Context: an optimization exercise on an open-source flow, tuned for small area and a short achievable clock period. The choices shown serve that exercise and are no tape-out recipe. The RTL was checked by simulation tests, not by an equivalence proof against the original design.

[flow/run.sh]
#!/bin/bash
# The standard layout, with the I/O port buffers made from plain buffers
# (sky130_fd_sc_hd__buf_1) instead of the delay-cell buffers buffer_ports
# picks by default. Every port still gets its buffer.
set -euo pipefail
export BUFFER_PORTS_ARGS="-buffer_cell sky130_fd_sc_hd__buf_1"
bash standard.sh > standard.log 2>&1
[config.mk]
export PLATFORM = sky130hd
export DESIGN_NAME = DCT_one_dimensional
export DESIGN_NICKNAME = DCT_one_dimensional
export VERILOG_FILES = /design/flow/design.v
export SDC_FILE = /design/flow/constraint.sdc
export NUM_CORES = 4
export LEC_CHECK = 0
export ABC_AREA = 1
export CAP_MARGIN = 20
export CORE_MARGIN = 2
export CORE_UTILIZATION = 70
export CTS_BUF_LIST = sky130_fd_sc_hd__clkbuf_8 sky130_fd_sc_hd__clkbuf_16
export CTS_CLUSTER_DIAMETER = 100
export CTS_CLUSTER_SIZE = 25
export SETUP_SLACK_MARGIN = 2.6
export SLEW_MARGIN = 20
[constraint.sdc]
create_clock -name core_clock -period 5.0 [get_ports {sys_clk}]
set_input_delay 1.0000 -clock core_clock [delete_from_list [all_inputs] [get_ports {sys_clk}]]
set_output_delay 1.0000 -clock core_clock [all_outputs]
set_load 0.01 [all_outputs]
[design.v]
module DA_z0
(
    input   wire            sys_clk ,
    input   wire    [15:0]  h_lo    ,    
    input   wire    [15:0]  h_hi    ,    
    input   wire            last    ,    
    input   wire            clr     ,
    output  wire    [11:0]  z
);
wire    [11:0]  ra  ;
wire    [11:0]  rb  ;
assign  ra[ 0] = 1'b0;
assign  ra[ 1] = h_lo[1] | h_lo[2] | h_lo[4] | h_lo[7] | h_lo[8] | h_lo[11] | h_lo[13] | h_lo[14];
assign  ra[ 2] = h_lo[3] | h_lo[5] | h_lo[6] | h_lo[7] | h_lo[9] | h_lo[10] | h_lo[11] | h_lo[12] | h_lo[13] | h_lo[14];
assign  ra[ 3] = h_lo[1] | h_lo[2] | h_lo[4] | h_lo[7] | h_lo[8] | h_lo[11] | h_lo[13] | h_lo[14] | h_lo[15];
assign  ra[ 4] = h_lo[3] | h_lo[5] | h_lo[6] | h_lo[7] | h_lo[9] | h_lo[10] | h_lo[11] | h_lo[12] | h_lo[13] | h_lo[14];
assign  ra[ 5] = h_lo[1] | h_lo[2] | h_lo[4] | h_lo[7] | h_lo[8] | h_lo[11] | h_lo[13] | h_lo[14] | h_lo[15];
assign  ra[ 6] = h_lo[1] | h_lo[2] | h_lo[3] | h_lo[4] | h_lo[5] | h_lo[6] | h_lo[8] | h_lo[9] | h_lo[10] | h_lo[12];
assign  ra[ 7] = h_lo[3] | h_lo[5] | h_lo[6] | h_lo[9] | h_lo[10] | h_lo[12] | h_lo[15];
assign  ra[ 8] = h_lo[1] | h_lo[2] | h_lo[4] | h_lo[8] | h_lo[15];
assign  ra[ 9] = h_lo[3] | h_lo[5] | h_lo[6] | h_lo[9] | h_lo[10] | h_lo[12];
assign  ra[10] = h_lo[7] | h_lo[11] | h_lo[13] | h_lo[14] | h_lo[15];
assign  ra[11] = 1'b0;
wire    [4:0]   pc  ;    
assign  pc[0] = h_hi[0];
assign  pc[1] = h_hi[1] | h_hi[2] | h_hi[4] | h_hi[8];
assign  pc[2] = h_hi[3] | h_hi[5] | h_hi[6] | h_hi[9] | h_hi[10] | h_hi[12];
assign  pc[3] = h_hi[7] | h_hi[11] | h_hi[13] | h_hi[14];
assign  pc[4] = h_hi[15];
wire    [4:0]   pc_p = pc & {5{~last}};
wire    [4:0]   pc_n = pc & {5{last}};
assign  rb[ 0] = 1'b0;
assign  rb[ 1] = pc[1] | pc[3];
assign  rb[ 2] = pc[2] | pc[3];
assign  rb[ 3] = pc_p[1] | pc_p[3] | pc_p[4] | pc_n[0] | pc_n[2];
assign  rb[ 4] = pc[3] | pc_p[2] | pc_n[0];
assign  rb[ 5] = pc_p[1] | pc_p[3] | pc_p[4] | pc_n[2];
assign  rb[ 6] = pc[1] | pc_p[2] | pc_n[0];
assign  rb[ 7] = pc_p[2] | pc_p[4] | pc_n[1] | pc_n[3];
assign  rb[ 8] = pc[1] | pc_p[4] | pc_n[2];
assign  rb[ 9] = pc_p[2] | pc_n[0] | pc_n[1] | pc_n[3];
assign  rb[10] = pc[3] | pc_p[4] | pc_n[2];
assign  rb[11] = pc_n[0] | pc_n[1] | pc_n[2] | pc_n[3];
reg     [13:0]  v   ;
reg     [11:0]  acc ;
reg     [1:0]   low ;
wire    [13:0]  sum = {{2{acc[11]}}, acc} + v;
always @(posedge sys_clk) begin
    v   <= {{2{ra[11]}}, ra} + {rb[11], rb, 1'b0};
    acc <= sum[13:2] & {12{~clr}};
    low <= sum[1:0];
end
assign z = {acc[9:0], low};
endmodule
module DA_z1
(
    input   wire            sys_clk ,
    input   wire    [15:0]  h_lo    ,    
    input   wire    [15:0]  h_hi    ,    
    input   wire            last    ,    
    input   wire            clr     ,
    output  wire    [11:0]  z
);
wire    [11:0]  ra  ;
wire    [11:0]  rb  ;
assign  ra[ 0] = 1'b0;
assign  ra[ 1] = h_lo[1] | h_lo[2] | h_lo[5] | h_lo[6] | h_lo[9] | h_lo[10] | h_lo[13] | h_lo[14];
assign  ra[ 2] = h_lo[1] | h_lo[4] | h_lo[6] | h_lo[7] | h_lo[8] | h_lo[10] | h_lo[11] | h_lo[13];
assign  ra[ 3] = h_lo[2] | h_lo[4] | h_lo[7] | h_lo[9] | h_lo[10] | h_lo[14];
assign  ra[ 4] = h_lo[1] | h_lo[4] | h_lo[5] | h_lo[7] | h_lo[9] | h_lo[13];
assign  ra[ 5] = h_lo[1] | h_lo[2] | h_lo[3] | h_lo[7] | h_lo[8] | h_lo[13] | h_lo[14] | h_lo[15];
assign  ra[ 6] = h_lo[1] | h_lo[6] | h_lo[8] | h_lo[9] | h_lo[13];
assign  ra[ 7] = h_lo[1] | h_lo[2] | h_lo[3] | h_lo[6] | h_lo[7] | h_lo[12];
assign  ra[ 8] = h_lo[1] | h_lo[2] | h_lo[3] | h_lo[4] | h_lo[5] | h_lo[12] | h_lo[13] | h_lo[14] | h_lo[15];
assign  ra[ 9] = h_lo[3] | h_lo[5] | h_lo[6] | h_lo[9] | h_lo[10] | h_lo[13] | h_lo[14];
assign  ra[10] = h_lo[7] | h_lo[11] | h_lo[15];
assign  ra[11] = 1'b0;
assign  rb[ 0] = 1'b0;
assign  rb[ 1] = h_hi[1] | h_hi[2] | h_hi[5] | h_hi[6] | h_hi[9] | h_hi[10] | h_hi[13] | h_hi[14];
assign  rb[ 2] = h_hi[1] | h_hi[4] | h_hi[6] | h_hi[7] | h_hi[8] | h_hi[10] | h_hi[11] | h_hi[13];
assign  rb[ 3] = h_hi[2] | h_hi[4] | h_hi[7] | h_hi[9] | h_hi[10] | h_hi[14];
assign  rb[ 4] = h_hi[1] | h_hi[4] | h_hi[5] | h_hi[7] | h_hi[9] | h_hi[13];
assign  rb[ 5] = last ? (h_hi[0] | h_hi[4] | h_hi[5] | h_hi[6] | h_hi[9] | h_hi[10] | h_hi[11] | h_hi[12]) : (h_hi[1] | h_hi[2] | h_hi[3] | h_hi[7] | h_hi[8] | h_hi[13] | h_hi[14] | h_hi[15]);
assign  rb[ 6] = last ? (h_hi[0] | h_hi[1] | h_hi[4] | h_hi[5] | h_hi[8] | h_hi[10] | h_hi[11] | h_hi[12] | h_hi[13]) : (h_hi[1] | h_hi[6] | h_hi[8] | h_hi[9] | h_hi[13]);
assign  rb[ 7] = last ? (h_hi[0] | h_hi[1] | h_hi[2] | h_hi[3] | h_hi[4] | h_hi[5] | h_hi[6] | h_hi[7] | h_hi[10] | h_hi[11]) : (h_hi[1] | h_hi[2] | h_hi[3] | h_hi[6] | h_hi[7] | h_hi[12]);
assign  rb[ 8] = last ? (h_hi[4] | h_hi[5] | h_hi[6] | h_hi[7] | h_hi[8] | h_hi[9]) : (h_hi[1] | h_hi[2] | h_hi[3] | h_hi[4] | h_hi[5] | h_hi[12] | h_hi[13] | h_hi[14] | h_hi[15]);
assign  rb[ 9] = last ? (h_hi[0] | h_hi[3] | h_hi[4] | h_hi[7] | h_hi[8] | h_hi[11] | h_hi[13] | h_hi[14]) : (h_hi[3] | h_hi[5] | h_hi[6] | h_hi[9] | h_hi[10] | h_hi[13] | h_hi[14]);
assign  rb[10] = last ? (h_hi[1] | h_hi[2] | h_hi[3] | h_hi[5] | h_hi[6] | h_hi[7] | h_hi[9] | h_hi[10] | h_hi[11] | h_hi[12] | h_hi[13] | h_hi[14]) : (h_hi[7] | h_hi[11] | h_hi[15]);
assign  rb[11] = last ? (h_hi[0] | h_hi[1] | h_hi[2] | h_hi[3] | h_hi[4] | h_hi[5] | h_hi[6] | h_hi[7] | h_hi[8] | h_hi[9] | h_hi[10] | h_hi[11] | h_hi[12] | h_hi[13] | h_hi[14]) : (1'b0);
reg     [13:0]  v   ;
reg     [11:0]  acc ;
reg     [1:0]   low ;
wire    [13:0]  sum = {{2{acc[11]}}, acc} + v;
always @(posedge sys_clk) begin
    v   <= {{2{ra[11]}}, ra} + {rb[11], rb, 1'b0};
    acc <= sum[13:2] & {12{~clr}};
    low <= sum[1:0];
end
assign z = {acc[9:0], low};
endmodule
module DA_z2
(
    input   wire            sys_clk ,
    input   wire    [15:0]  h_lo    ,    
    input   wire    [15:0]  h_hi    ,    
    input   wire            clr     ,
    output  wire    [11:0]  z
);
wire    [11:0]  ra  ;
wire    [11:0]  rb  ;
assign  ra[ 0] = h_lo[1] | h_lo[3] | h_lo[5] | h_lo[7] | h_lo[8] | h_lo[10] | h_lo[12] | h_lo[14];
assign  ra[ 1] = h_lo[8] | h_lo[10] | h_lo[12] | h_lo[14];
assign  ra[ 2] = h_lo[2] | h_lo[3] | h_lo[4] | h_lo[5] | h_lo[8] | h_lo[11] | h_lo[13] | h_lo[14];
assign  ra[ 3] = h_lo[1] | h_lo[3] | h_lo[4] | h_lo[7] | h_lo[10] | h_lo[13];
assign  ra[ 4] = h_lo[1] | h_lo[3] | h_lo[4] | h_lo[5] | h_lo[7] | h_lo[13];
assign  ra[ 5] = h_lo[4] | h_lo[8] | h_lo[10] | h_lo[12] | h_lo[13] | h_lo[14];
assign  ra[ 6] = h_lo[1] | h_lo[2] | h_lo[7] | h_lo[10] | h_lo[11] | h_lo[12];
assign  ra[ 7] = h_lo[1] | h_lo[2] | h_lo[3] | h_lo[7] | h_lo[10] | h_lo[11];
assign  ra[ 8] = h_lo[1] | h_lo[4] | h_lo[5] | h_lo[7] | h_lo[12] | h_lo[13];
assign  ra[ 9] = h_lo[3] | h_lo[4] | h_lo[8] | h_lo[10] | h_lo[13] | h_lo[14];
assign  ra[10] = h_lo[4] | h_lo[8] | h_lo[10] | h_lo[12] | h_lo[13] | h_lo[14];
assign  ra[11] = h_lo[4] | h_lo[8] | h_lo[10] | h_lo[12] | h_lo[13] | h_lo[14];
assign  rb[ 0] = h_hi[1] | h_hi[3] | h_hi[5] | h_hi[7] | h_hi[8] | h_hi[10] | h_hi[12] | h_hi[14];
assign  rb[ 1] = h_hi[8] | h_hi[10] | h_hi[12] | h_hi[14];
assign  rb[ 2] = h_hi[2] | h_hi[3] | h_hi[4] | h_hi[5] | h_hi[8] | h_hi[11] | h_hi[13] | h_hi[14];
assign  rb[ 3] = h_hi[1] | h_hi[3] | h_hi[4] | h_hi[7] | h_hi[10] | h_hi[13];
assign  rb[ 4] = h_hi[1] | h_hi[3] | h_hi[4] | h_hi[5] | h_hi[7] | h_hi[13];
assign  rb[ 5] = h_hi[4] | h_hi[8] | h_hi[10] | h_hi[12] | h_hi[13] | h_hi[14];
assign  rb[ 6] = h_hi[1] | h_hi[2] | h_hi[7] | h_hi[10] | h_hi[11] | h_hi[12];
assign  rb[ 7] = h_hi[1] | h_hi[2] | h_hi[3] | h_hi[7] | h_hi[10] | h_hi[11];
assign  rb[ 8] = h_hi[1] | h_hi[4] | h_hi[5] | h_hi[7] | h_hi[12] | h_hi[13];
assign  rb[ 9] = h_hi[3] | h_hi[4] | h_hi[8] | h_hi[10] | h_hi[13] | h_hi[14];
assign  rb[10] = h_hi[4] | h_hi[8] | h_hi[10] | h_hi[12] | h_hi[13] | h_hi[14];
assign  rb[11] = h_hi[4] | h_hi[8] | h_hi[10] | h_hi[12] | h_hi[13] | h_hi[14];
reg     [13:0]  v   ;
reg     [11:0]  acc ;
reg     [1:0]   low ;
wire    [13:0]  sum = {{2{acc[11]}}, acc} + v;
always @(posedge sys_clk) begin
    v   <= {{2{ra[11]}}, ra} + {rb[11], rb, 1'b0};
    acc <= sum[13:2] & {12{~clr}};
    low <= sum[1:0];
end
assign z = {acc[9:0], low};
endmodule
module DA_z3
(
    input   wire            sys_clk ,
    input   wire    [15:0]  h_lo    ,    
    input   wire    [15:0]  h_hi    ,    
    input   wire            last    ,    
    input   wire            clr     ,
    output  wire    [11:0]  z
);
wire    [11:0]  ra  ;
wire    [11:0]  rb  ;
assign  ra[ 0] = 1'b0;
assign  ra[ 1] = h_lo[1] | h_lo[3] | h_lo[4] | h_lo[6] | h_lo[9] | h_lo[11] | h_lo[12] | h_lo[14];
assign  ra[ 2] = h_lo[2] | h_lo[3] | h_lo[5] | h_lo[6] | h_lo[8] | h_lo[9] | h_lo[12] | h_lo[15];
assign  ra[ 3] = h_lo[1] | h_lo[2] | h_lo[4] | h_lo[9] | h_lo[11] | h_lo[12] | h_lo[13] | h_lo[14];
assign  ra[ 4] = h_lo[2] | h_lo[5] | h_lo[7] | h_lo[13] | h_lo[15];
assign  ra[ 5] = h_lo[1] | h_lo[5] | h_lo[6] | h_lo[8] | h_lo[11] | h_lo[12] | h_lo[15];
assign  ra[ 6] = h_lo[3] | h_lo[7] | h_lo[8] | h_lo[12];
assign  ra[ 7] = h_lo[1] | h_lo[2] | h_lo[5] | h_lo[6] | h_lo[8] | h_lo[9] | h_lo[10] | h_lo[12] | h_lo[13] | h_lo[14];
assign  ra[ 8] = h_lo[1] | h_lo[2] | h_lo[3] | h_lo[5] | h_lo[6] | h_lo[7];
assign  ra[ 9] = h_lo[2] | h_lo[4] | h_lo[5] | h_lo[7] | h_lo[8] | h_lo[10] | h_lo[13] | h_lo[15];
assign  ra[10] = h_lo[2] | h_lo[4] | h_lo[5] | h_lo[6] | h_lo[7] | h_lo[8] | h_lo[10] | h_lo[12] | h_lo[13] | h_lo[14] | h_lo[15];
assign  ra[11] = h_lo[2] | h_lo[4] | h_lo[5] | h_lo[6] | h_lo[7] | h_lo[8] | h_lo[10] | h_lo[12] | h_lo[13] | h_lo[14] | h_lo[15];
assign  rb[ 0] = 1'b0;
assign  rb[ 1] = h_hi[1] | h_hi[3] | h_hi[4] | h_hi[6] | h_hi[9] | h_hi[11] | h_hi[12] | h_hi[14];
assign  rb[ 2] = last ? (h_hi[0] | h_hi[1] | h_hi[4] | h_hi[7] | h_hi[10] | h_hi[11] | h_hi[13] | h_hi[14]) : (h_hi[2] | h_hi[3] | h_hi[5] | h_hi[6] | h_hi[8] | h_hi[9] | h_hi[12] | h_hi[15]);
assign  rb[ 3] = last ? (h_hi[0] | h_hi[2] | h_hi[7] | h_hi[9] | h_hi[10] | h_hi[12]) : (h_hi[1] | h_hi[2] | h_hi[4] | h_hi[9] | h_hi[11] | h_hi[12] | h_hi[13] | h_hi[14]);
assign  rb[ 4] = last ? (h_hi[1] | h_hi[3] | h_hi[4] | h_hi[6] | h_hi[7] | h_hi[8] | h_hi[9] | h_hi[11] | h_hi[12] | h_hi[14]) : (h_hi[2] | h_hi[5] | h_hi[7] | h_hi[13] | h_hi[15]);
assign  rb[ 5] = last ? (h_hi[1] | h_hi[2] | h_hi[6] | h_hi[8] | h_hi[11] | h_hi[12] | h_hi[13]) : (h_hi[1] | h_hi[5] | h_hi[6] | h_hi[8] | h_hi[11] | h_hi[12] | h_hi[15]);
assign  rb[ 6] = last ? (h_hi[0] | h_hi[1] | h_hi[2] | h_hi[4] | h_hi[6] | h_hi[9] | h_hi[10] | h_hi[11] | h_hi[13] | h_hi[14]) : (h_hi[3] | h_hi[7] | h_hi[8] | h_hi[12]);
assign  rb[ 7] = last ? (h_hi[0] | h_hi[4] | h_hi[5] | h_hi[8] | h_hi[11] | h_hi[12]) : (h_hi[1] | h_hi[2] | h_hi[5] | h_hi[6] | h_hi[8] | h_hi[9] | h_hi[10] | h_hi[12] | h_hi[13] | h_hi[14]);
assign  rb[ 8] = last ? (h_hi[0] | h_hi[1] | h_hi[2] | h_hi[3] | h_hi[4] | h_hi[5] | h_hi[6] | h_hi[7] | h_hi[11]) : (h_hi[1] | h_hi[2] | h_hi[3] | h_hi[5] | h_hi[6] | h_hi[7]);
assign  rb[ 9] = last ? (h_hi[1] | h_hi[3] | h_hi[4] | h_hi[6] | h_hi[9] | h_hi[12] | h_hi[14]) : (h_hi[2] | h_hi[4] | h_hi[5] | h_hi[7] | h_hi[8] | h_hi[10] | h_hi[13] | h_hi[15]);
assign  rb[10] = last ? (h_hi[4] | h_hi[6] | h_hi[12] | h_hi[14]) : (h_hi[2] | h_hi[4] | h_hi[5] | h_hi[6] | h_hi[7] | h_hi[8] | h_hi[10] | h_hi[12] | h_hi[13] | h_hi[14] | h_hi[15]);
assign  rb[11] = last ? (h_hi[4] | h_hi[6] | h_hi[12] | h_hi[14]) : (h_hi[2] | h_hi[4] | h_hi[5] | h_hi[6] | h_hi[7] | h_hi[8] | h_hi[10] | h_hi[12] | h_hi[13] | h_hi[14] | h_hi[15]);
reg     [13:0]  v   ;
reg     [11:0]  acc ;
reg     [1:0]   low ;
wire    [13:0]  sum = {{2{acc[11]}}, acc} + v;
always @(posedge sys_clk) begin
    v   <= {{2{ra[11]}}, ra} + {rb[11], rb, 1'b0};
    acc <= sum[13:2] & {12{~clr}};
    low <= sum[1:0];
end
assign z = {acc[9:0], low};
endmodule
module DA_z4
(
    input   wire            sys_clk ,
    input   wire    [15:0]  h_lo    ,    
    input   wire    [15:0]  h_hi    ,    
    input   wire            clr     ,
    output  wire    [11:0]  z
);
wire    [11:0]  ra  ;
wire    [11:0]  rb  ;
assign  ra[ 0] = 1'b0;
assign  ra[ 1] = h_lo[1] | h_lo[2] | h_lo[4] | h_lo[7] | h_lo[8] | h_lo[11] | h_lo[13] | h_lo[14];
assign  ra[ 2] = h_lo[2] | h_lo[4] | h_lo[6] | h_lo[7] | h_lo[9] | h_lo[14];
assign  ra[ 3] = h_lo[1] | h_lo[6] | h_lo[8] | h_lo[11] | h_lo[13];
assign  ra[ 4] = h_lo[2] | h_lo[4] | h_lo[7] | h_lo[9] | h_lo[14];
assign  ra[ 5] = h_lo[1] | h_lo[6] | h_lo[8] | h_lo[11] | h_lo[13];
assign  ra[ 6] = h_lo[1] | h_lo[8] | h_lo[9] | h_lo[11] | h_lo[13];
assign  ra[ 7] = h_lo[2] | h_lo[4] | h_lo[7] | h_lo[9] | h_lo[14];
assign  ra[ 8] = h_lo[1] | h_lo[6] | h_lo[8] | h_lo[11] | h_lo[13];
assign  ra[ 9] = h_lo[2] | h_lo[4] | h_lo[7] | h_lo[9] | h_lo[14];
assign  ra[10] = h_lo[2] | h_lo[4] | h_lo[6] | h_lo[7] | h_lo[14];
assign  ra[11] = h_lo[2] | h_lo[4] | h_lo[6] | h_lo[7] | h_lo[14];
assign  rb[ 0] = 1'b0;
assign  rb[ 1] = h_hi[1] | h_hi[2] | h_hi[4] | h_hi[7] | h_hi[8] | h_hi[11] | h_hi[13] | h_hi[14];
assign  rb[ 2] = h_hi[2] | h_hi[4] | h_hi[6] | h_hi[7] | h_hi[9] | h_hi[14];
assign  rb[ 3] = h_hi[1] | h_hi[6] | h_hi[8] | h_hi[11] | h_hi[13];
assign  rb[ 4] = h_hi[2] | h_hi[4] | h_hi[7] | h_hi[9] | h_hi[14];
assign  rb[ 5] = h_hi[1] | h_hi[6] | h_hi[8] | h_hi[11] | h_hi[13];
assign  rb[ 6] = h_hi[1] | h_hi[8] | h_hi[9] | h_hi[11] | h_hi[13];
assign  rb[ 7] = h_hi[2] | h_hi[4] | h_hi[7] | h_hi[9] | h_hi[14];
assign  rb[ 8] = h_hi[1] | h_hi[6] | h_hi[8] | h_hi[11] | h_hi[13];
assign  rb[ 9] = h_hi[2] | h_hi[4] | h_hi[7] | h_hi[9] | h_hi[14];
assign  rb[10] = h_hi[2] | h_hi[4] | h_hi[6] | h_hi[7] | h_hi[14];
assign  rb[11] = h_hi[2] | h_hi[4] | h_hi[6] | h_hi[7] | h_hi[14];
reg     [13:0]  v   ;
reg     [11:0]  acc ;
reg     [1:0]   low ;
wire    [13:0]  sum = {{2{acc[11]}}, acc} + v;
always @(posedge sys_clk) begin
    v   <= {{2{ra[11]}}, ra} + {rb[11], rb, 1'b0};
    acc <= sum[13:2] & {12{~clr}};
    low <= sum[1:0];
end
assign z = {acc[9:0], low};
endmodule
module DA_z5
(
    input   wire            sys_clk ,
    input   wire    [15:0]  h_lo    ,    
    input   wire    [15:0]  h_hi    ,    
    input   wire            last    ,    
    input   wire            clr     ,
    output  wire    [11:0]  z
);
wire    [11:0]  ra  ;
wire    [11:0]  rb  ;
assign  ra[ 0] = 1'b0;
assign  ra[ 1] = h_lo[2] | h_lo[3] | h_lo[6] | h_lo[7] | h_lo[8] | h_lo[9] | h_lo[12] | h_lo[13];
assign  ra[ 2] = h_lo[1] | h_lo[3] | h_lo[4] | h_lo[6] | h_lo[9] | h_lo[10] | h_lo[12] | h_lo[15];
assign  ra[ 3] = h_lo[1] | h_lo[2] | h_lo[6] | h_lo[7] | h_lo[8] | h_lo[12] | h_lo[13] | h_lo[14];
assign  ra[ 4] = h_lo[1] | h_lo[10] | h_lo[11] | h_lo[14] | h_lo[15];
assign  ra[ 5] = h_lo[3] | h_lo[4] | h_lo[6] | h_lo[8] | h_lo[10] | h_lo[13] | h_lo[15];
assign  ra[ 6] = h_lo[4] | h_lo[6] | h_lo[9] | h_lo[11];
assign  ra[ 7] = h_lo[5] | h_lo[7] | h_lo[8] | h_lo[9] | h_lo[10] | h_lo[11];
assign  ra[ 8] = h_lo[1] | h_lo[3] | h_lo[5] | h_lo[7] | h_lo[8] | h_lo[10] | h_lo[13] | h_lo[15];
assign  ra[ 9] = h_lo[2] | h_lo[3] | h_lo[6] | h_lo[7] | h_lo[9] | h_lo[10] | h_lo[12] | h_lo[13];
assign  ra[10] = h_lo[2] | h_lo[3] | h_lo[6] | h_lo[7] | h_lo[10];
assign  ra[11] = h_lo[2] | h_lo[3] | h_lo[6] | h_lo[7] | h_lo[10];
assign  rb[ 0] = 1'b0;
assign  rb[ 1] = h_hi[2] | h_hi[3] | h_hi[6] | h_hi[7] | h_hi[8] | h_hi[9] | h_hi[12] | h_hi[13];
assign  rb[ 2] = last ? (h_hi[0] | h_hi[2] | h_hi[5] | h_hi[7] | h_hi[8] | h_hi[11] | h_hi[13] | h_hi[14]) : (h_hi[1] | h_hi[3] | h_hi[4] | h_hi[6] | h_hi[9] | h_hi[10] | h_hi[12] | h_hi[15]);
assign  rb[ 3] = last ? (h_hi[0] | h_hi[1] | h_hi[5] | h_hi[6] | h_hi[11] | h_hi[12]) : (h_hi[1] | h_hi[2] | h_hi[6] | h_hi[7] | h_hi[8] | h_hi[12] | h_hi[13] | h_hi[14]);
assign  rb[ 4] = last ? (h_hi[2] | h_hi[3] | h_hi[4] | h_hi[6] | h_hi[7] | h_hi[8] | h_hi[9] | h_hi[11] | h_hi[12] | h_hi[13]) : (h_hi[1] | h_hi[10] | h_hi[11] | h_hi[14] | h_hi[15]);
assign  rb[ 5] = last ? (h_hi[1] | h_hi[3] | h_hi[4] | h_hi[6] | h_hi[8] | h_hi[13] | h_hi[14]) : (h_hi[3] | h_hi[4] | h_hi[6] | h_hi[8] | h_hi[10] | h_hi[13] | h_hi[15]);
assign  rb[ 6] = last ? (h_hi[0] | h_hi[1] | h_hi[2] | h_hi[3] | h_hi[5] | h_hi[7] | h_hi[8] | h_hi[12] | h_hi[13] | h_hi[14]) : (h_hi[4] | h_hi[6] | h_hi[9] | h_hi[11]);
assign  rb[ 7] = last ? (h_hi[0] | h_hi[1] | h_hi[2] | h_hi[3] | h_hi[9] | h_hi[10] | h_hi[11] | h_hi[12] | h_hi[13] | h_hi[14]) : (h_hi[5] | h_hi[7] | h_hi[8] | h_hi[9] | h_hi[10] | h_hi[11]);
assign  rb[ 8] = last ? (h_hi[1] | h_hi[3] | h_hi[4] | h_hi[6] | h_hi[9] | h_hi[11] | h_hi[13]) : (h_hi[1] | h_hi[3] | h_hi[5] | h_hi[7] | h_hi[8] | h_hi[10] | h_hi[13] | h_hi[15]);
assign  rb[ 9] = last ? (h_hi[0] | h_hi[1] | h_hi[4] | h_hi[7] | h_hi[10] | h_hi[11] | h_hi[14]) : (h_hi[2] | h_hi[3] | h_hi[6] | h_hi[7] | h_hi[9] | h_hi[10] | h_hi[12] | h_hi[13]);
assign  rb[10] = last ? (h_hi[0] | h_hi[1] | h_hi[2] | h_hi[3] | h_hi[4] | h_hi[6] | h_hi[7] | h_hi[10] | h_hi[11] | h_hi[14]) : (h_hi[2] | h_hi[3] | h_hi[6] | h_hi[7] | h_hi[10]);
assign  rb[11] = last ? (h_hi[0] | h_hi[1] | h_hi[2] | h_hi[3] | h_hi[4] | h_hi[6] | h_hi[7] | h_hi[10] | h_hi[11] | h_hi[14]) : (h_hi[2] | h_hi[3] | h_hi[6] | h_hi[7] | h_hi[10]);
reg     [13:0]  v   ;
reg     [11:0]  acc ;
reg     [1:0]   low ;
wire    [13:0]  sum = {{2{acc[11]}}, acc} + v;
always @(posedge sys_clk) begin
    v   <= {{2{ra[11]}}, ra} + {rb[11], rb, 1'b0};
    acc <= sum[13:2] & {12{~clr}};
    low <= sum[1:0];
end
assign z = {acc[9:0], low};
endmodule
module DA_z6
(
    input   wire            sys_clk ,
    input   wire    [15:0]  h_lo    ,    
    input   wire    [15:0]  h_hi    ,    
    input   wire            clr     ,
    output  wire    [11:0]  z
);
wire    [11:0]  ra  ;
wire    [11:0]  rb  ;
assign  ra[ 0] = h_lo[2] | h_lo[3] | h_lo[4] | h_lo[5] | h_lo[10] | h_lo[11] | h_lo[12] | h_lo[13];
assign  ra[ 1] = h_lo[2] | h_lo[3] | h_lo[10] | h_lo[11];
assign  ra[ 2] = h_lo[1] | h_lo[2] | h_lo[5] | h_lo[7] | h_lo[8] | h_lo[11] | h_lo[12] | h_lo[14];
assign  ra[ 3] = h_lo[3] | h_lo[4] | h_lo[5] | h_lo[8] | h_lo[13] | h_lo[14];
assign  ra[ 4] = h_lo[4] | h_lo[5] | h_lo[8] | h_lo[12] | h_lo[13] | h_lo[14];
assign  ra[ 5] = h_lo[2] | h_lo[3] | h_lo[8] | h_lo[10] | h_lo[11] | h_lo[14];
assign  ra[ 6] = h_lo[1] | h_lo[3] | h_lo[4] | h_lo[7] | h_lo[10] | h_lo[13];
assign  ra[ 7] = h_lo[1] | h_lo[3] | h_lo[4] | h_lo[5] | h_lo[7] | h_lo[13];
assign  ra[ 8] = h_lo[4] | h_lo[8] | h_lo[10] | h_lo[12] | h_lo[13] | h_lo[14];
assign  ra[ 9] = h_lo[2] | h_lo[3] | h_lo[5] | h_lo[8] | h_lo[11] | h_lo[14];
assign  ra[10] = h_lo[2] | h_lo[3] | h_lo[8] | h_lo[10] | h_lo[11] | h_lo[14];
assign  ra[11] = h_lo[2] | h_lo[3] | h_lo[8] | h_lo[10] | h_lo[11] | h_lo[14];
assign  rb[ 0] = h_hi[2] | h_hi[3] | h_hi[4] | h_hi[5] | h_hi[10] | h_hi[11] | h_hi[12] | h_hi[13];
assign  rb[ 1] = h_hi[2] | h_hi[3] | h_hi[10] | h_hi[11];
assign  rb[ 2] = h_hi[1] | h_hi[2] | h_hi[5] | h_hi[7] | h_hi[8] | h_hi[11] | h_hi[12] | h_hi[14];
assign  rb[ 3] = h_hi[3] | h_hi[4] | h_hi[5] | h_hi[8] | h_hi[13] | h_hi[14];
assign  rb[ 4] = h_hi[4] | h_hi[5] | h_hi[8] | h_hi[12] | h_hi[13] | h_hi[14];
assign  rb[ 5] = h_hi[2] | h_hi[3] | h_hi[8] | h_hi[10] | h_hi[11] | h_hi[14];
assign  rb[ 6] = h_hi[1] | h_hi[3] | h_hi[4] | h_hi[7] | h_hi[10] | h_hi[13];
assign  rb[ 7] = h_hi[1] | h_hi[3] | h_hi[4] | h_hi[5] | h_hi[7] | h_hi[13];
assign  rb[ 8] = h_hi[4] | h_hi[8] | h_hi[10] | h_hi[12] | h_hi[13] | h_hi[14];
assign  rb[ 9] = h_hi[2] | h_hi[3] | h_hi[5] | h_hi[8] | h_hi[11] | h_hi[14];
assign  rb[10] = h_hi[2] | h_hi[3] | h_hi[8] | h_hi[10] | h_hi[11] | h_hi[14];
assign  rb[11] = h_hi[2] | h_hi[3] | h_hi[8] | h_hi[10] | h_hi[11] | h_hi[14];
reg     [13:0]  v   ;
reg     [11:0]  acc ;
reg     [1:0]   low ;
wire    [13:0]  sum = {{2{acc[11]}}, acc} + v;
always @(posedge sys_clk) begin
    v   <= {{2{ra[11]}}, ra} + {rb[11], rb, 1'b0};
    acc <= sum[13:2] & {12{~clr}};
    low <= sum[1:0];
end
assign z = {acc[9:0], low};
endmodule
module DA_z7
(
    input   wire            sys_clk ,
    input   wire    [15:0]  h_lo    ,    
    input   wire    [15:0]  h_hi    ,    
    input   wire            last    ,    
    input   wire            clr     ,
    output  wire    [11:0]  z
);
wire    [11:0]  ra  ;
wire    [11:0]  rb  ;
assign  ra[ 0] = 1'b0;
assign  ra[ 1] = h_lo[4] | h_lo[5] | h_lo[6] | h_lo[7] | h_lo[8] | h_lo[9] | h_lo[10] | h_lo[11];
assign  ra[ 2] = h_lo[1] | h_lo[2] | h_lo[5] | h_lo[6] | h_lo[9] | h_lo[10] | h_lo[12] | h_lo[15];
assign  ra[ 3] = h_lo[3] | h_lo[4] | h_lo[5] | h_lo[6] | h_lo[8] | h_lo[9] | h_lo[10] | h_lo[13] | h_lo[14] | h_lo[15];
assign  ra[ 4] = h_lo[7] | h_lo[11] | h_lo[12] | h_lo[13] | h_lo[14] | h_lo[15];
assign  ra[ 5] = h_lo[1] | h_lo[2] | h_lo[4] | h_lo[7] | h_lo[9] | h_lo[10] | h_lo[12] | h_lo[15];
assign  ra[ 6] = h_lo[1] | h_lo[2] | h_lo[3] | h_lo[7] | h_lo[9] | h_lo[10] | h_lo[11] | h_lo[15];
assign  ra[ 7] = h_lo[2] | h_lo[4] | h_lo[6] | h_lo[7] | h_lo[10] | h_lo[12] | h_lo[14] | h_lo[15];
assign  ra[ 8] = h_lo[3] | h_lo[4] | h_lo[11] | h_lo[12];
assign  ra[ 9] = h_lo[2] | h_lo[3] | h_lo[5] | h_lo[8] | h_lo[9] | h_lo[12] | h_lo[14] | h_lo[15];
assign  ra[10] = h_lo[2] | h_lo[3] | h_lo[8] | h_lo[9] | h_lo[10] | h_lo[11] | h_lo[12] | h_lo[14] | h_lo[15];
assign  ra[11] = h_lo[2] | h_lo[3] | h_lo[8] | h_lo[9] | h_lo[10] | h_lo[11] | h_lo[12] | h_lo[14] | h_lo[15];
assign  rb[ 0] = 1'b0;
assign  rb[ 1] = h_hi[4] | h_hi[5] | h_hi[6] | h_hi[7] | h_hi[8] | h_hi[9] | h_hi[10] | h_hi[11];
assign  rb[ 2] = last ? (h_hi[0] | h_hi[3] | h_hi[4] | h_hi[7] | h_hi[8] | h_hi[11] | h_hi[13] | h_hi[14]) : (h_hi[1] | h_hi[2] | h_hi[5] | h_hi[6] | h_hi[9] | h_hi[10] | h_hi[12] | h_hi[15]);
assign  rb[ 3] = last ? (h_hi[1] | h_hi[2] | h_hi[3] | h_hi[4] | h_hi[8] | h_hi[12] | h_hi[13] | h_hi[14]) : (h_hi[3] | h_hi[4] | h_hi[5] | h_hi[6] | h_hi[8] | h_hi[9] | h_hi[10] | h_hi[13] | h_hi[14] | h_hi[15]);
assign  rb[ 4] = last ? (h_hi[5] | h_hi[6] | h_hi[7] | h_hi[9] | h_hi[10] | h_hi[11] | h_hi[12] | h_hi[13] | h_hi[14]) : (h_hi[7] | h_hi[11] | h_hi[12] | h_hi[13] | h_hi[14] | h_hi[15]);
assign  rb[ 5] = last ? (h_hi[1] | h_hi[2] | h_hi[4] | h_hi[7] | h_hi[9] | h_hi[10] | h_hi[12]) : (h_hi[1] | h_hi[2] | h_hi[4] | h_hi[7] | h_hi[9] | h_hi[10] | h_hi[12] | h_hi[15]);
assign  rb[ 6] = last ? (h_hi[1] | h_hi[2] | h_hi[3] | h_hi[7] | h_hi[9] | h_hi[10] | h_hi[11]) : (h_hi[1] | h_hi[2] | h_hi[3] | h_hi[7] | h_hi[9] | h_hi[10] | h_hi[11] | h_hi[15]);
assign  rb[ 7] = last ? (h_hi[2] | h_hi[4] | h_hi[6] | h_hi[7] | h_hi[10] | h_hi[12] | h_hi[14]) : (h_hi[2] | h_hi[4] | h_hi[6] | h_hi[7] | h_hi[10] | h_hi[12] | h_hi[14] | h_hi[15]);
assign  rb[ 8] = last ? (h_hi[0] | h_hi[1] | h_hi[2] | h_hi[5] | h_hi[6] | h_hi[7] | h_hi[8] | h_hi[9] | h_hi[10] | h_hi[13] | h_hi[14]) : (h_hi[3] | h_hi[4] | h_hi[11] | h_hi[12]);
assign  rb[ 9] = last ? (h_hi[2] | h_hi[4] | h_hi[5] | h_hi[8] | h_hi[9] | h_hi[11] | h_hi[14]) : (h_hi[2] | h_hi[3] | h_hi[5] | h_hi[8] | h_hi[9] | h_hi[12] | h_hi[14] | h_hi[15]);
assign  rb[10] = last ? (h_hi[2] | h_hi[8] | h_hi[9] | h_hi[10] | h_hi[11] | h_hi[14]) : (h_hi[2] | h_hi[3] | h_hi[8] | h_hi[9] | h_hi[10] | h_hi[11] | h_hi[12] | h_hi[14] | h_hi[15]);
assign  rb[11] = last ? (h_hi[2] | h_hi[8] | h_hi[9] | h_hi[10] | h_hi[11] | h_hi[14]) : (h_hi[2] | h_hi[3] | h_hi[8] | h_hi[9] | h_hi[10] | h_hi[11] | h_hi[12] | h_hi[14] | h_hi[15]);
reg     [13:0]  v   ;
reg     [11:0]  acc ;
reg     [1:0]   low ;
wire    [13:0]  sum = {{2{acc[11]}}, acc} + v;
always @(posedge sys_clk) begin
    v   <= {{2{ra[11]}}, ra} + {rb[11], rb, 1'b0};
    acc <= sum[13:2] & {12{~clr}};
    low <= sum[1:0];
end
assign z = {acc[9:0], low};
endmodule
module DCT_one_dimensional
(
    input   wire                    sys_clk         ,
    input   wire                    sys_rst_n       ,
    input   wire                    start           ,
    input   wire            [95:0]  DCT_data_in     ,
    output  wire    signed  [11:0]  DCT_data_o_z0   ,
    output  wire    signed  [11:0]  DCT_data_o_z1   ,
    output  wire    signed  [11:0]  DCT_data_o_z2   ,
    output  wire    signed  [11:0]  DCT_data_o_z3   ,
    output  wire    signed  [11:0]  DCT_data_o_z4   ,
    output  wire    signed  [11:0]  DCT_data_o_z5   ,
    output  wire    signed  [11:0]  DCT_data_o_z6   ,
    output  wire    signed  [11:0]  DCT_data_o_z7   ,
    output  wire                    data_en
);
reg     [9:1]   st      ;
always @(posedge sys_clk or negedge sys_rst_n)
    if (sys_rst_n == 1'b0)
        st <= 9'd0;
    else
        st <= {st[8:1], start};
assign data_en = st[9];
reg             busy    ;
always @(posedge sys_clk or negedge sys_rst_n)
    if (sys_rst_n == 1'b0)
        busy <= 1'b0;
    else if (start == 1'b1)
        busy <= 1'b1;
    else if (st[5] == 1'b1)
        busy <= 1'b0;
wire    b_last  = st[6];
wire    r_last  = st[7];
wire    a_clr   = st[2];
reg     [95:0]  xs      ;
wire    [95:0]  xs_nxt  ;
genvar          gi, gj;
generate
    for (gi = 0; gi < 8; gi = gi + 1) begin : g_smp
        for (gj = 0; gj < 12; gj = gj + 1) begin : g_bit
            if (gj >= 10) begin : g_top
                assign xs_nxt[12*gi+gj] = DCT_data_in[12*gi+gj];
            end else begin : g_shf
                assign xs_nxt[12*gi+gj] = busy ? xs[12*gi+gj+2] : DCT_data_in[12*gi+gj];
            end
        end
    end
endgenerate
always @(posedge sys_clk)
    xs <= xs_nxt;
reg     [3:0]   ce, cd  ;        
wire    [3:0]   ce_n, cd_n, el_n, eh_n, dl_n, dh_n;
generate
    for (gi = 0; gi < 4; gi = gi + 1) begin : g_bfly
        wire a0 = xs[12*gi];
        wire a1 = xs[12*gi+1];
        wire b0 = xs[12*(7-gi)];
        wire b1 = xs[12*(7-gi)+1] ^ b_last;
        wire n0 = ~xs[12*(7-gi)];
        wire n1 = ~xs[12*(7-gi)+1] ^ b_last;
        wire ec0 = ce[gi];
        wire es0 = a0 ^ b0 ^ ec0;
        wire ec1 = (a0 & b0) | (a0 & ec0) | (b0 & ec0);
        wire es1 = a1 ^ b1 ^ ec1;
        wire ec2 = (a1 & b1) | (a1 & ec1) | (b1 & ec1);
        wire dc0 = cd[gi];
        wire ds0 = a0 ^ n0 ^ dc0;
        wire dc1 = (a0 & n0) | (a0 & dc0) | (n0 & dc0);
        wire ds1 = a1 ^ n1 ^ dc1;
        wire dc2 = (a1 & n1) | (a1 & dc1) | (n1 & dc1);
        assign ce_n[gi] = busy & ec2;
        assign cd_n[gi] = ~busy | dc2;
        assign el_n[gi] = es0;
        assign eh_n[gi] = es1;
        assign dl_n[gi] = ds0;
        assign dh_n[gi] = ds1;
    end
endgenerate
reg     [15:0]  oel, oeh, odl, odh;
always @(posedge sys_clk) begin
    ce    <= ce_n;
    cd    <= cd_n;
    oel   <= 16'd1 << el_n;
    odl   <= 16'd1 << dl_n;
    oeh   <= 16'd1 << eh_n;
    odh   <= 16'd1 << dh_n;
end
DA_z0 DA_z0_inst (.sys_clk(sys_clk), .h_lo(oel), .h_hi(oeh), .last(r_last),            .clr(a_clr), .z(DCT_data_o_z0));
DA_z1 DA_z1_inst (.sys_clk(sys_clk), .h_lo(odl), .h_hi(odh), .last(r_last),            .clr(a_clr), .z(DCT_data_o_z1));
DA_z2 DA_z2_inst (.sys_clk(sys_clk), .h_lo(oel), .h_hi(oeh),                            .clr(a_clr), .z(DCT_data_o_z2));
DA_z3 DA_z3_inst (.sys_clk(sys_clk), .h_lo(odl), .h_hi(odh), .last(r_last),            .clr(a_clr), .z(DCT_data_o_z3));
DA_z4 DA_z4_inst (.sys_clk(sys_clk), .h_lo(oel), .h_hi(oeh),                            .clr(a_clr), .z(DCT_data_o_z4));
DA_z5 DA_z5_inst (.sys_clk(sys_clk), .h_lo(odl), .h_hi(odh), .last(r_last),            .clr(a_clr), .z(DCT_data_o_z5));
DA_z6 DA_z6_inst (.sys_clk(sys_clk), .h_lo(oel), .h_hi(oeh),                            .clr(a_clr), .z(DCT_data_o_z6));
DA_z7 DA_z7_inst (.sys_clk(sys_clk), .h_lo(odl), .h_hi(odh), .last(r_last),            .clr(a_clr), .z(DCT_data_o_z7));
endmodule
[standard.sh]
#!/bin/bash
# synth_recipe.tcl (not shown) runs the flow's synth.tcl, then flattens the netlist and writes it again
# the make line also repeats each setting of config.mk as NAME=value (left out here)
make -C /OpenROAD-flow-scripts/flow DESIGN_CONFIG=/design/flow/config.mk WORK_HOME=/design/flow/orfs CLKGATE_MAP_FILE= SYNTH_SCRIPT=/design/flow/synth_recipe.tcl "${@:-finish}"
==> results of run 1 <==
## stage by stage
step | setup WS [ns] | cell area (um2) | hold slack, ns | utilization, %
after floorplan | 2.84 | 22100 | 0.331 | -
after global placement | 2.23 | 22500 | 0.332 | 71.9
after detailed placement | 2.20 | 22500 | 0.335 | 71.9
after CTS | 2.57 | 23200 | 0.357 | 74.0
after global routing | 2.49 | 23900 | 0.364 | 76.5
final | 2.55 | 23900 | 0.356 | 76.5
## Yosys cell counts (2+ instances only)
library cell | instances | area [um2]
a21oi_2 | 2 | 17.5
nor3_1 | 53 | 265
a21o_1 | 7 | 52.6
clkbuf_2 | 2 | 10.0
buf_4 | 80 | 601
a21boi_0 | 3 | 22.5
o21bai_1 | 17 | 128
buf_2 | 17 | 85.1
nor3b_1 | 12 | 90.1
fa_1 | 32 | 641
or2_2 | 4 | 25.0
nand3_1 | 220 | 1100
o31ai_1 | 4 | 30.0
nand3b_1 | 11 | 82.6
nand3_2 | 2 | 20.0
dfxtp_1 | 377 | 7550
o21ai_0 | 53 | 265
a31oi_1 | 15 | 93.8
ha_1 | 174 | 2180
nand2_1 | 951 | 3570
xor2_1 | 47 | 412
a21oi_1 | 132 | 661
nor2_4 | 3 | 33.8
o21ai_1 | 8 | 40.0
clkbuf_1 | 22 | 82.6
dfrtp_1 | 10 | 250
nor2_2 | 9 | 56.3
xnor2_1 | 20 | 175
nand4_1 | 47 | 294
inv_2 | 8 | 30.0
and2_1 | 3 | 18.8
a32oi_1 | 3 | 26.3
buf_6 | 5 | 56.3
nor2_1 | 368 | 1380
nand2_2 | 5 | 31.3
nor4_1 | 17 | 106
inv_1 | 398 | 1490
## area by class of cell
cell class | instances | area share [%]
Clock inverter | 4 | 0.110
Sequential cell | 387 | 32.8
Inverter | 407 | 6.46
Multi-Input combinational cell | 2233 | 52.2
Timing Repair inverter | 2 | 0.0732
Clock buffer | 20 | 2.04
Tap cell | 402 | 2.10
Timing Repair Buffer | 228 | 4.16
## cells by family (layout without fill, tap and decap cells)
family                   after synthesis  count (layout)
AO/OA/AOI/OAI                        249             249
XOR/XNOR                              67              67
adder cells (fa/ha/maj)              206             206
buffers and inverters                533             661
flip-flops                           387             387
AND/OR/NAND/NOR                     1711            1711
## repair_timing
item                       4_1_cts  5_1_grt
setup endpoints to repair       46       54
pin swaps                        0       30
cloned                           0        2
gates resized for setup         36      146
buffers inserted                 4       25
## layer usage
| layer | vias up | track usage, % | wire length, um |
|---|---|---|---|
| met1 | 9606 | 45.8 | 25000 |
| met4 | 0 | 11.6 | 2340 |
| met5 | - | 0 | 0 |
| li1 | 10100 | - | - |
| met2 | 992 | 60.6 | 28200 |
| met3 | 189 | 4.93 | 5080 |
## sequential cells by signal, indices dropped and copies added (netlist names), 4 cells and up
name	count
xs	96
odh	16
oeh	16
odl	15
oel	15
DA_z0_inst.v	13
DA_z1_inst.v	13
DA_z2_inst.v	13
DA_z6_inst.v	13
DA_z0_inst.acc	12
DA_z1_inst.acc	12
DA_z2_inst.acc	12
DA_z3_inst.acc	12
DA_z3_inst.v	12
DA_z4_inst.acc	12
DA_z5_inst.acc	12
DA_z5_inst.v	12
DA_z6_inst.acc	12
DA_z7_inst.acc	12
DA_z7_inst.v	12
DA_z4_inst.v	11
st	9
cd	4
ce	4
## worst max path at each step
stage               slack [ns]  cells after the start                  endpoint              start
global placement          2.23                     12  DA_z3_inst.v[12]$_DFF_P_    st[7]$_DFF_PN0_
detailed placement        2.20                     11  DA_z5_inst.v[11]$_DFF_P_    st[7]$_DFF_PN0_
CTS                       2.57                     13  DA_z1_inst.v[11]$_DFF_P_  odh[1]$_SDFF_PP0_
global route              2.49                     19  DA_z1_inst.v[12]$_DFF_P_  odh[1]$_SDFF_PP0_
floorplan                 2.84                     20  DA_z1_inst.v[12]$_DFF_P_  odh[2]$_SDFF_PP0_
finish                    2.55                      9   DA_z7_inst.v[8]$_DFF_P_  odh[1]$_SDFF_PP0_
==> summary.txt, run 1 <==
Logic synthesis
  • Synth Area in Simple Gates: 32.3%
  • Synth Instances: 3,153
  • Register bit total from synthesis: 387
  • Compound-Gate Fraction of Synth Area: 6.25%
  • Post-synthesis adder-cell area fraction: 12.8%
  • Synthesis warning total: 9
  • Main synth FF type: dfxtp_1
  • Mux cell area share after synthesis: 0%
  • Unique masters post-synth: 49
  • Post-synthesis sequential area ratio: 35.3%
  • Fraction of registers with async set/reset: 2.58%
  • EDFF count, synth: 0
  • Synthesized area: 0.0221 mm2
  • Syn nets: 3,458
  • XOR/XNOR share of the synthesized area: 2.66%
  • Syn Area/Cell: 7.01 um2
  • Largest family of logic cells by synthesized area: simple AND/OR/NAND/NOR gates

Detailed routing
  • Final wirelength: 60.6 mm
  • Antenna-violating nets left: 0
  • # DRC: 0
  • DR iter-0 viols: 1,887
  • Routed vias: 20,900
  • Routed WL per cell: 16.4 um
  • Pre-antenna DRT Iters: 6
  • Vias per cell: 5.68

CTS
  • Clock sinks: 387
  • Root buffer cell: clkbuf_16
  • TritonCTS clock tree: yes
  • CTS buffer count: 19
  • CTS Buffer Depth: 3
  • Hold-fix buffers, CTS: 0
  • Clk Latency, worst-skew pair: 0.55 ns
  • H-tree levels: 1
  • Clock slew at reported path FFs: 0.10 ns

STA
  • Count of pins over their slew limit: 0
  • Setup Skew: 0.0142 ns
  • Final setup viols: 0
  • Period utilization: 49.0%
  • RSZ-0062 raised after global routing: true
  • Hold Vio Cnt, Final: 0
  • Fmax: 408 MHz
  • Slew @ Worst Pin: 0.848 ns
  • TNS Setup: 0 ns
  • Relative slew slack: 43.5%
  • Fin crit period: 2.45 ns

Worst setup path
  • Worst path max stage delay: 0.45 ns
  • R2R depth: 9
  • CP Max Fanout: 5
  • CP Launch Type: flop
  • WP data required: 5.45 ns
  • CP Class: flop to flop
  • Crit end category: flop
  • Reg2reg setup slack: 2.55 ns
  • FF-to-FF Start: odh[1]$_SDFF_PP0_
  • Crit path cell chain: inv_2, nand2_4, nor3_1, nand3b_1, ha_1, nand2_1, nor3_1, nor3_1, xnor2_1
  • Critical path's top delay family: simple AND/OR/NAND/NOR gates
  • Worst Path Buf+Inv: 1
  • Slowest stage cell, crit path: ha_1
  • Reg-to-reg endpoint: DA_z7_inst.v[8]$_DFF_P_
  • Crit-path most repeated cell: nor3_1
  • Arr. time, crit path: 2.90 ns

Global routing
  • Pin count of the biggest net entering global routing: 88
  • Grt ovf: 0
  • Number of global-route vias before repair: 19,700
  • Global-route wire length before repair: 95.2 mm
  • All-layer global routing usage: 35.2%
  • Initial antenna violation count: 2

Finish
  • # diodes: 0
  • Nets: 3,583
  • Layout overhead on the synthesized area: 8.39%
  • Fillers: 2,253
  • Most common cell after layout, fill and taps aside: nand2_1
  • Most frequent cells in the layout: nand2_1 (944), inv_1 (391), dfxtp_1 (352)
  • FF+latch area: 0.00786 mm2
  • Area of the multi-input gates: 0.0125 mm2
  • Layout cells sized above 1: 7.16%
  • Final std cells w/o fill: 3,683

Worst hold path
  • Hold_sp: DA_z3_inst.acc[0]$_DFF_P_
  • Hold Path Class: flop to flop
  • Worst Hold Path Cells: 0
  • Hold path endpoint: DA_z3_inst.low[0]$_DFF_P_

Flow run
  • Max cap viols: 0

Floorplanning
  • Initial cell density of the core: 70.5%
  • # IOs: 196
  • Die height: 182 um
  • Die Span X: 182 um
  • Core footprint: 0.0313 mm2
  • Die Area: 0.0330 mm2
  • Rows: 65

Place
  • Port-buffer cells: 195
  • Cells after DPL: 3,628
  • Gpl congestion: 1.03
  • Hpwl dp: 46.4 mm

Status
  • Status: timing/DRC/antenna clean
==> run 2, diff against run 1 <==
--- a/config.mk
+++ b/config.mk
@@ -10,3 +10,3 @@
 export CORE_MARGIN = 2
-export CORE_UTILIZATION = 70
+export CORE_UTILIZATION = 60
 export CTS_BUF_LIST = sky130_fd_sc_hd__clkbuf_8 sky130_fd_sc_hd__clkbuf_16
==> summary.txt, run 2 <==
Status
  • Status: timing/DRC/antenna clean

STA
  • Setup Skew: 0.0279 ns (+0.0137 ns)
  • Fin crit period: 2.37 ns (-0.0840 ns)
  • Fmax: 423 MHz (+3.6%)
  • WHS: 0.357 ns (+0.000697 ns)
  • RSZ-0062 raised after global routing: true
  • TNS Setup: 0 ns (unchanged)
  • Period utilization: 47.3% (-1.7 points)
  • Slew @ Worst Pin: 0.826 ns (-0.0226 ns)
  • Hold Vio Cnt, Final: 0 (unchanged)
  • Relative slew slack: 45.0% (+1.5 points)
  • Count of pins over their slew limit: 0 (unchanged)
  • Final setup viols: 0 (unchanged)

Finish
  • Final std cells w/o fill: 3,757 (+2.0%)
  • Fillers: 3,180 (+41%)
  • Nets: 3,587 (+0.11%)
  • Most frequent cells in the layout: nand2_1 (939), inv_1 (394), nor2_1 (348)
  • # diodes: 0 (unchanged)
  • Largest Register: xs
  • Max reg flops: 96 (unchanged)
  • Regs by FF count: xs: 96 flops, odh: 16 flops, oeh: 16 flops
  • Layout cells sized above 1: 7.78% (+0.62 points)
  • Most common cell after layout, fill and taps aside: nand2_1
  • Layout overhead on the synthesized area: 9.84%

Flow run
  • Max cap viols: 0 (unchanged)

Logic synthesis
  • Main synth FF type: dfxtp_1
  • Register bit total from synthesis: 387 (unchanged)
  • Synthesis warning total: 9 (unchanged)
  • Post-synthesis sequential area ratio: 35.3% (unchanged)
  • Fraction of registers with async set/reset: 2.58% (unchanged)
  • Syn nets: 3,458 (unchanged)
  • Main area contributors after synthesis: dfxtp_1 (34%), nand2_1 (16%), ha_1 (9.9%), inv_1 (6.8%), nor2_1 (6.3%)
  • EDFF count, synth: 0 (unchanged)
  • Cell with the most instances after synthesis: nand2_1
  • Synthesized area: 0.0221 mm2 (unchanged)
  • Commonest cells post-synth: nand2_1 (951), inv_1 (398), dfxtp_1 (377)
  • Synth area leader: dfxtp_1
  • Synth top area share: 34.2% (unchanged)
  • Synth Instances: 3,153 (unchanged)
  • Unique masters post-synth: 49 (unchanged)
  • Syn Area/Cell: 7.01 um2 (unchanged)

Detailed routing
  • Routed WL per cell: 15.2 um (-7.5%)
  • DR iter-0 viols: 1,566 (-17%)
  • Routed vias: 20,100 (-4.1%)
  • Pre-antenna DRT Iters: 6 (unchanged)
  • Final wirelength: 57.2 mm (-5.6%)
  • Vias per cell: 5.34 (-6.0%)
  • # DRC: 0 (unchanged)
  • Antenna-violating nets left: 0 (unchanged)

Global routing
  • Initial antenna violation count: 1 (-1)
  • All-layer global routing usage: 29.1% (-6.1 points)
  • Grt ovf: 0 (unchanged)
  • Global-route wire length before repair: 91.4 mm (-4.0%)
  • Number of global-route vias before repair: 18,800 (-4.6%)
  • Pin count of the biggest net entering global routing: 87 (-1.1%)

Place
  • Gpl congestion: 1.03 (-0.38%)
  • Cells after DPL: 3,694 (+1.8%)
  • Hpwl dp: 44.7 mm (-3.8%)
  • Port-buffer cells: 195 (unchanged)

CTS
  • H-tree levels: 1 (unchanged)
  • CTS Buffer Depth: 3 (unchanged)
  • Root buffer cell: clkbuf_16
  • CTS buffer count: 20 (+1)
  • TritonCTS clock tree: yes
  • Clock sinks: 387 (unchanged)
  • Clk Latency, worst-skew pair: 0.56 ns (about the same)
  • Clock slew at reported path FFs: 0.09 ns (about the same)

Worst setup path
  • CP Launch Type: flop
  • CP Class: flop to flop
  • WP data required: 5.44 ns (about the same)
  • CP Max Fanout: 6 (+1)
  • R2R depth: 11 (+2)
  • Arr. time, crit path: 2.80 ns (-0.10 ns)
  • Crit end category: flop

Floorplanning
  • Die Area: 0.0384 mm2 (+16%)
  • Initial cell density of the core: 60.6% (-9.9 points)
  • Die height: 196 um (+7.8%)
  • Rows: 70 (+7.7%)
  • Core footprint: 0.0364 mm2 (+16%)
  • Die Span X: 196 um (+7.8%)
  • # IOs: 196 (unchanged)

Worst hold path
  • Hold Path Class: flop to flop
  • Worst Hold Path Cells: 0 (unchanged)
-- run 2: cell types whose count changed in the layout (fill, tap and decap cells not counted), moves of 7 or more --
cell     change
dfxtp_1      -7
dfxtp_2      +7
nand3_1      +7
ha_4         +8
ha_1        -11
nand3_2      -7
-- run 2: logic make-up after synthesis --
family          after synthesis  share of synthesized area (%)
buf+inv                     533                           10.7
xor+xnor                     67                           2.66
simple gates               1711                           32.3
flops                       387                           35.3
fa+ha+maj                   206                           12.8
compound gates              249                           6.25
-- run 2: area by class of cell --
class	count	area (um2)	area share, %
clock buffers	20	500	2.06
clock inverters	9	82.6	0.340
inverters	407	1550	6.38
multi-input cells	2233	12600	52.1
flip-flops and latches	387	7870	32.4
well taps	468	586	2.41
repair buffers	232	1020	4.20
repair inverters	1	8.76	0.0361
-- run 2: layer usage --
layer  up-vias  GRT usage (%)  part of all wire (%)
li1      10200              -                     -
met1      9063           39.5                    45
met2       705           48.6                    45
met3       130           4.40                   7.0
met4         0           7.74                   3.0
met5         -              0                     0
-- run 2: worst paths after layout --
check / from / endpoint / slack, ns
setup reg to reg: st[7]$_DFF_PN0_ / DA_z5_inst.v[11]$_DFF_P_ / 2.63
setup / recovery: st[7]$_DFF_PN0_ / DA_z5_inst.v[11]$_DFF_P_ / 2.63
max in group asynchronous: sys_rst_n / busy$_DFFE_PN0P_ / 4.20
hold / removal: DA_z4_inst.acc[0]$_DFF_P_ / DA_z4_inst.low[0]$_DFF_P_ / 0.36
hold reg to reg: DA_z4_inst.acc[0]$_DFF_P_ / DA_z4_inst.low[0]$_DFF_P_ / 0.36
min in group asynchronous: sys_rst_n / st[8]$_DFF_PN0_ / 0.39
-- run 2: through the flow --
stage               cell area, um2  worst slack, ns  utilization (%)
finish                       24300             2.63             66.6
global placement             22600             2.23             62.0
floorplan                    22100             2.84                -
CTS                          23400             2.56             64.1
detailed placement           22600             2.22             62.0
global route                 24300             2.48             66.6
-- run 2: repair_timing --
item                                    4_1_cts  5_1_grt
hold buffers                                  0        0
cloned                                        0        1
endpoints found under the setup margin       52       54
buffers inserted                              4       29
resized for setup                            47      165
pin swaps                                     0       35
-- run 2: worst max-delay path, cell delays in order, from the launching register on --
cell      delay [ns]
dfrtp_2         0.51
clkinv_8        0.11
clkbuf_2        0.18
nor2_1          0.25
a32oi_1         0.12
ha_1            0.39
a21oi_1         0.24
nor2_1          0.07
o21ai_1         0.15
nand3_1         0.10
nand2_1         0.07
nand2_1         0.04
==> run 3, diff against run 2 <==
--- a/config.mk
+++ b/config.mk
@@ -10,3 +10,3 @@
 export CORE_MARGIN = 2
-export CORE_UTILIZATION = 60
+export CORE_UTILIZATION = 40
 export CTS_BUF_LIST = sky130_fd_sc_hd__clkbuf_8 sky130_fd_sc_hd__clkbuf_16
==> summary.txt, run 3 <==
Finish
  • Fillers: 5,782 (+82%)
  • Layout cells sized above 1: 7.62% (-0.17 points)
  • Most common cell after layout, fill and taps aside: nand2_1
  • Largest Register: xs
  • Nets: 3,590 (+0.084%)
  • # diodes: 0 (unchanged)
  • Layout overhead on the synthesized area: 11.2%
  • Max reg flops: 96 (unchanged)
  • Regs by FF count: xs: 96 flops, odh: 16 flops, oeh: 16 flops
  • Most frequent cells in the layout: nand2_1 (937), inv_1 (393), dfxtp_1 (353)

Detailed routing
  • Antenna-violating nets left: 0 (unchanged)
  • Met3 wire len: 3.34 mm (-16%)
  • DR iter-0 viols: 1,135 (-28%)
  • Pre-antenna DRT Iters: 5 (-1)
  • Final wirelength: 57.1 mm (about the same)
  • Routed WL per cell: 14.3 um (-6.2%)
  • Met2 WL: 24.6 mm (-4.4%)
  • Routed vias: 19,300 (-3.8%)
  • Vias per cell: 4.82 (-9.7%)
  • M1 WL: 27.6 mm (+7.5%)
  • # DRC: 0 (unchanged)
  • Top layer in use: met4

Global routing
  • Grt ovf: 0 (unchanged)
  • Number of global-route vias before repair: 17,700 (-5.8%)
  • Global-route wire length before repair: 90.9 mm (-0.57%)
  • Pin count of the biggest net entering global routing: 88 (+1.1%)
  • Initial antenna violation count: 2 (+1)
  • All-layer global routing usage: 19.6% (-9.5 points)

STA
  • Final setup viols: 0 (unchanged)
  • TNS Setup: 0 ns (unchanged)
  • Period utilization: 47.2% (-0.14 points)
  • Slew @ Worst Pin: 0.716 ns (-0.110 ns)
  • Fmax: 424 MHz (+0.31%)
  • RSZ-0062 raised after global routing: true
  • Relative slew slack: 52.3% (+7.3 points)
  • Hold Vio Cnt, Final: 0 (unchanged)
  • Count of pins over their slew limit: 0 (unchanged)
  • Fin crit period: 2.36 ns (-0.00719 ns)
  • Setup Skew: 0.0193 ns (-0.00866 ns)
  • WHS: 0.352 ns (-0.00505 ns)

Worst hold path
  • Hold Path Class: flop to flop
  • Hold path endpoint: DA_z0_inst.low[0]$_DFF_P_
  • Hold_sp: DA_z0_inst.acc[0]$_DFF_P_
  • Worst Hold Path Cells: 0 (unchanged)

Worst setup path
  • Crit end category: flop
  • FF-to-FF Start: odh[5]$_SDFF_PP0_
  • Arr. time, crit path: 2.82 ns (+0.02 ns)
  • CP Max Fanout: 7 (+1)
  • WP data required: 5.46 ns (+0.02 ns)
  • Reg2reg setup slack: 2.64 ns (about the same)
  • R2R depth: 12 (+1)
  • CP Launch Type: flop
  • Worst Setup SP: odh[5]$_SDFF_PP0_
  • Reg-to-reg endpoint: DA_z3_inst.v[11]$_DFF_P_
  • CP Class: flop to flop

Floorplanning
  • Die Area: 0.0571 mm2 (+49%)
  • # IOs: 196 (unchanged)
  • Die Span X: 239 um (+22%)
  • Rows: 86 (+23%)
  • Core footprint: 0.0549 mm2 (+51%)
  • Die height: 239 um (+22%)
  • Initial cell density of the core: 40.3% (-20 points)

Place
  • Port-buffer cells: 195 (unchanged)
  • Gpl congestion: 0.981 (-4.4%)
  • Hpwl dp: 44.6 mm (-0.19%)

Logic synthesis
  • Main area contributors after synthesis: dfxtp_1 (34%), nand2_1 (16%), ha_1 (9.9%), inv_1 (6.8%), nor2_1 (6.3%)
  • Syn nets: 3,458 (unchanged)
  • Commonest cells post-synth: nand2_1 (951), inv_1 (398), dfxtp_1 (377)
  • XOR/XNOR share of the synthesized area: 2.66% (unchanged)
  • Unique masters post-synth: 49 (unchanged)
  • Cell with the most instances after synthesis: nand2_1
  • Largest family of logic cells by synthesized area: simple AND/OR/NAND/NOR gates
  • Compound-Gate Fraction of Synth Area: 6.25% (unchanged)
  • Synth area leader: dfxtp_1
  • Synthesized area: 0.0221 mm2 (unchanged)
  • Mux cell area share after synthesis: 0% (unchanged)
  • Main synth FF type: dfxtp_1
  • Synth Instances: 3,153 (unchanged)
  • Syn Area/Cell: 7.01 um2 (unchanged)
  • Synth Area in Simple Gates: 32.3% (unchanged)
  • Fraction of registers with async set/reset: 2.58% (unchanged)
  • Synth top area share: 34.2% (unchanged)
  • Synthesis warning total: 9 (unchanged)
  • Post-synthesis sequential area ratio: 35.3% (unchanged)
  • Register bit total from synthesis: 387 (unchanged)
  • Post-synthesis adder-cell area fraction: 12.8% (unchanged)
  • EDFF count, synth: 0 (unchanged)

CTS
  • Clock sinks: 387 (unchanged)
  • CTS Buffer Depth: 3 (unchanged)
  • H-tree levels: 1 (unchanged)
  • Clk Latency, worst-skew pair: 0.56 ns (about the same)
  • Clock slew at reported path FFs: 0.09 ns (about the same)
  • Root buffer cell: clkbuf_16
  • TritonCTS clock tree: yes
  • CTS buffer count: 23 (+15%)

Flow run
  • Max cap viols: 0 (unchanged)

Status
  • Status: timing/DRC/antenna clean
## run 3: cell counts after synthesis
No cell type changed its count.
## run 3: logic make-up after synthesis
logic type | count (synthesis)
xor+xnor | 67
simple gates | 1711
flops | 387
compound gates | 249
buf+inv | 533
fa+ha+maj | 206
## run 3: worst max path at each step
stage | endpoint | slack (ns) | cells after the start
global route | DA_z3_inst.v[11]$_DFF_P_ | 2.48 | 12
detailed placement | DA_z3_inst.v[7]$_DFF_P_ | 2.12 | 12
floorplan | DA_z1_inst.v[12]$_DFF_P_ | 2.84 | 20
finish | DA_z3_inst.v[11]$_DFF_P_ | 2.64 | 12
CTS | DA_z3_inst.v[12]$_DFF_P_ | 2.60 | 11
global placement | DA_z3_inst.v[9]$_DFF_P_ | 2.11 | 13
## run 3: critical path, cell delays in order, from the launching register on
cell	delay, ns
dfxtp_4	0.41
nor2_2	0.19
nand2_1	0.09
inv_1	0.14
nand3_1	0.17
nor3_2	0.19
a22oi_1	0.13
ha_1	0.38
a21oi_1	0.14
a21boi_1	0.22
nand3_1	0.10
nand2_1	0.06
nand2_1	0.05
## run 3: final cells by class
class | count | area (um2) | share of cell area [%]
Multi-Input combinational cell | 2233 | 12500 | 51.0
Sequential cell | 387 | 7850 | 32.0
Inverter | 407 | 1550 | 6.31
Timing Repair Buffer | 232 | 1020 | 4.14
Tap cell | 704 | 881 | 3.59
Clock buffer | 23 | 576 | 2.34
Clock inverter | 13 | 145 | 0.591
Timing Repair inverter | 1 | 8.76 | 0.0357
## run 3: stage by stage
step	util, %	setup WS, ns	cell area [um2]	std cells
2_1_floorplan	-	2.84	22100	3153
6_report	44.8	2.64	24600	4000
3_5_place_dp	41.7	2.12	22900	3930
4_1_cts	43.3	2.60	23800	3973
3_3_place_gp	41.7	2.11	22900	3930
5_1_grt	44.8	2.48	24600	4000
## run 3: timing repair
action | 4_1_cts | 5_1_grt
hold buffers | 0 | 0
resized for setup | 38 | 150
hold endpoints to repair | 0 | 0
cloned | 0 | 1
pin swaps | 0 | 36
setup endpoints to repair | 45 | 52
setup buffers | 7 | 26
## run 3: per-layer routing
metal	track usage [%]	vias to the layer above
li1	-	10200
met1	27.7	8509
met2	30.9	509
met3	3.24	89
met4	4.92	0
met5	0	-

==> afterwards: timing with drivers on the ports <==
No port has a modelled driver above. Below, the same layouts with a new extraction and two added sets of constraints.
Step 1 sets driving cells, clkbuf_16 on the clock port and buf_2 on the other inputs (assumed; they add their load-dependent delay and slew).
Step 2 moves the port delays by t, midway between the first and last clock arrival at a register: inputs arrive t later, outputs are due t later. That takes back most of the time a late clock gives input paths.
Slacks: no drivers / after step 1 / after step 2; pairs: no drivers / after step 1.
| run | shift t [ns] | setup slack, ns | worst data-port slew with drivers (ns) |
|---|---|---|---|
| run 1 | 0.594 | 2.551 / 2.551 / 2.551 | 0.05 |
| run 2 | 0.600 | 2.635 / 2.635 / 2.635 | 0.04 |
| run 3 | 0.613 | 2.642 / 2.642 / 2.642 | 0.05 |
After both steps every run listed still meets setup and hold.
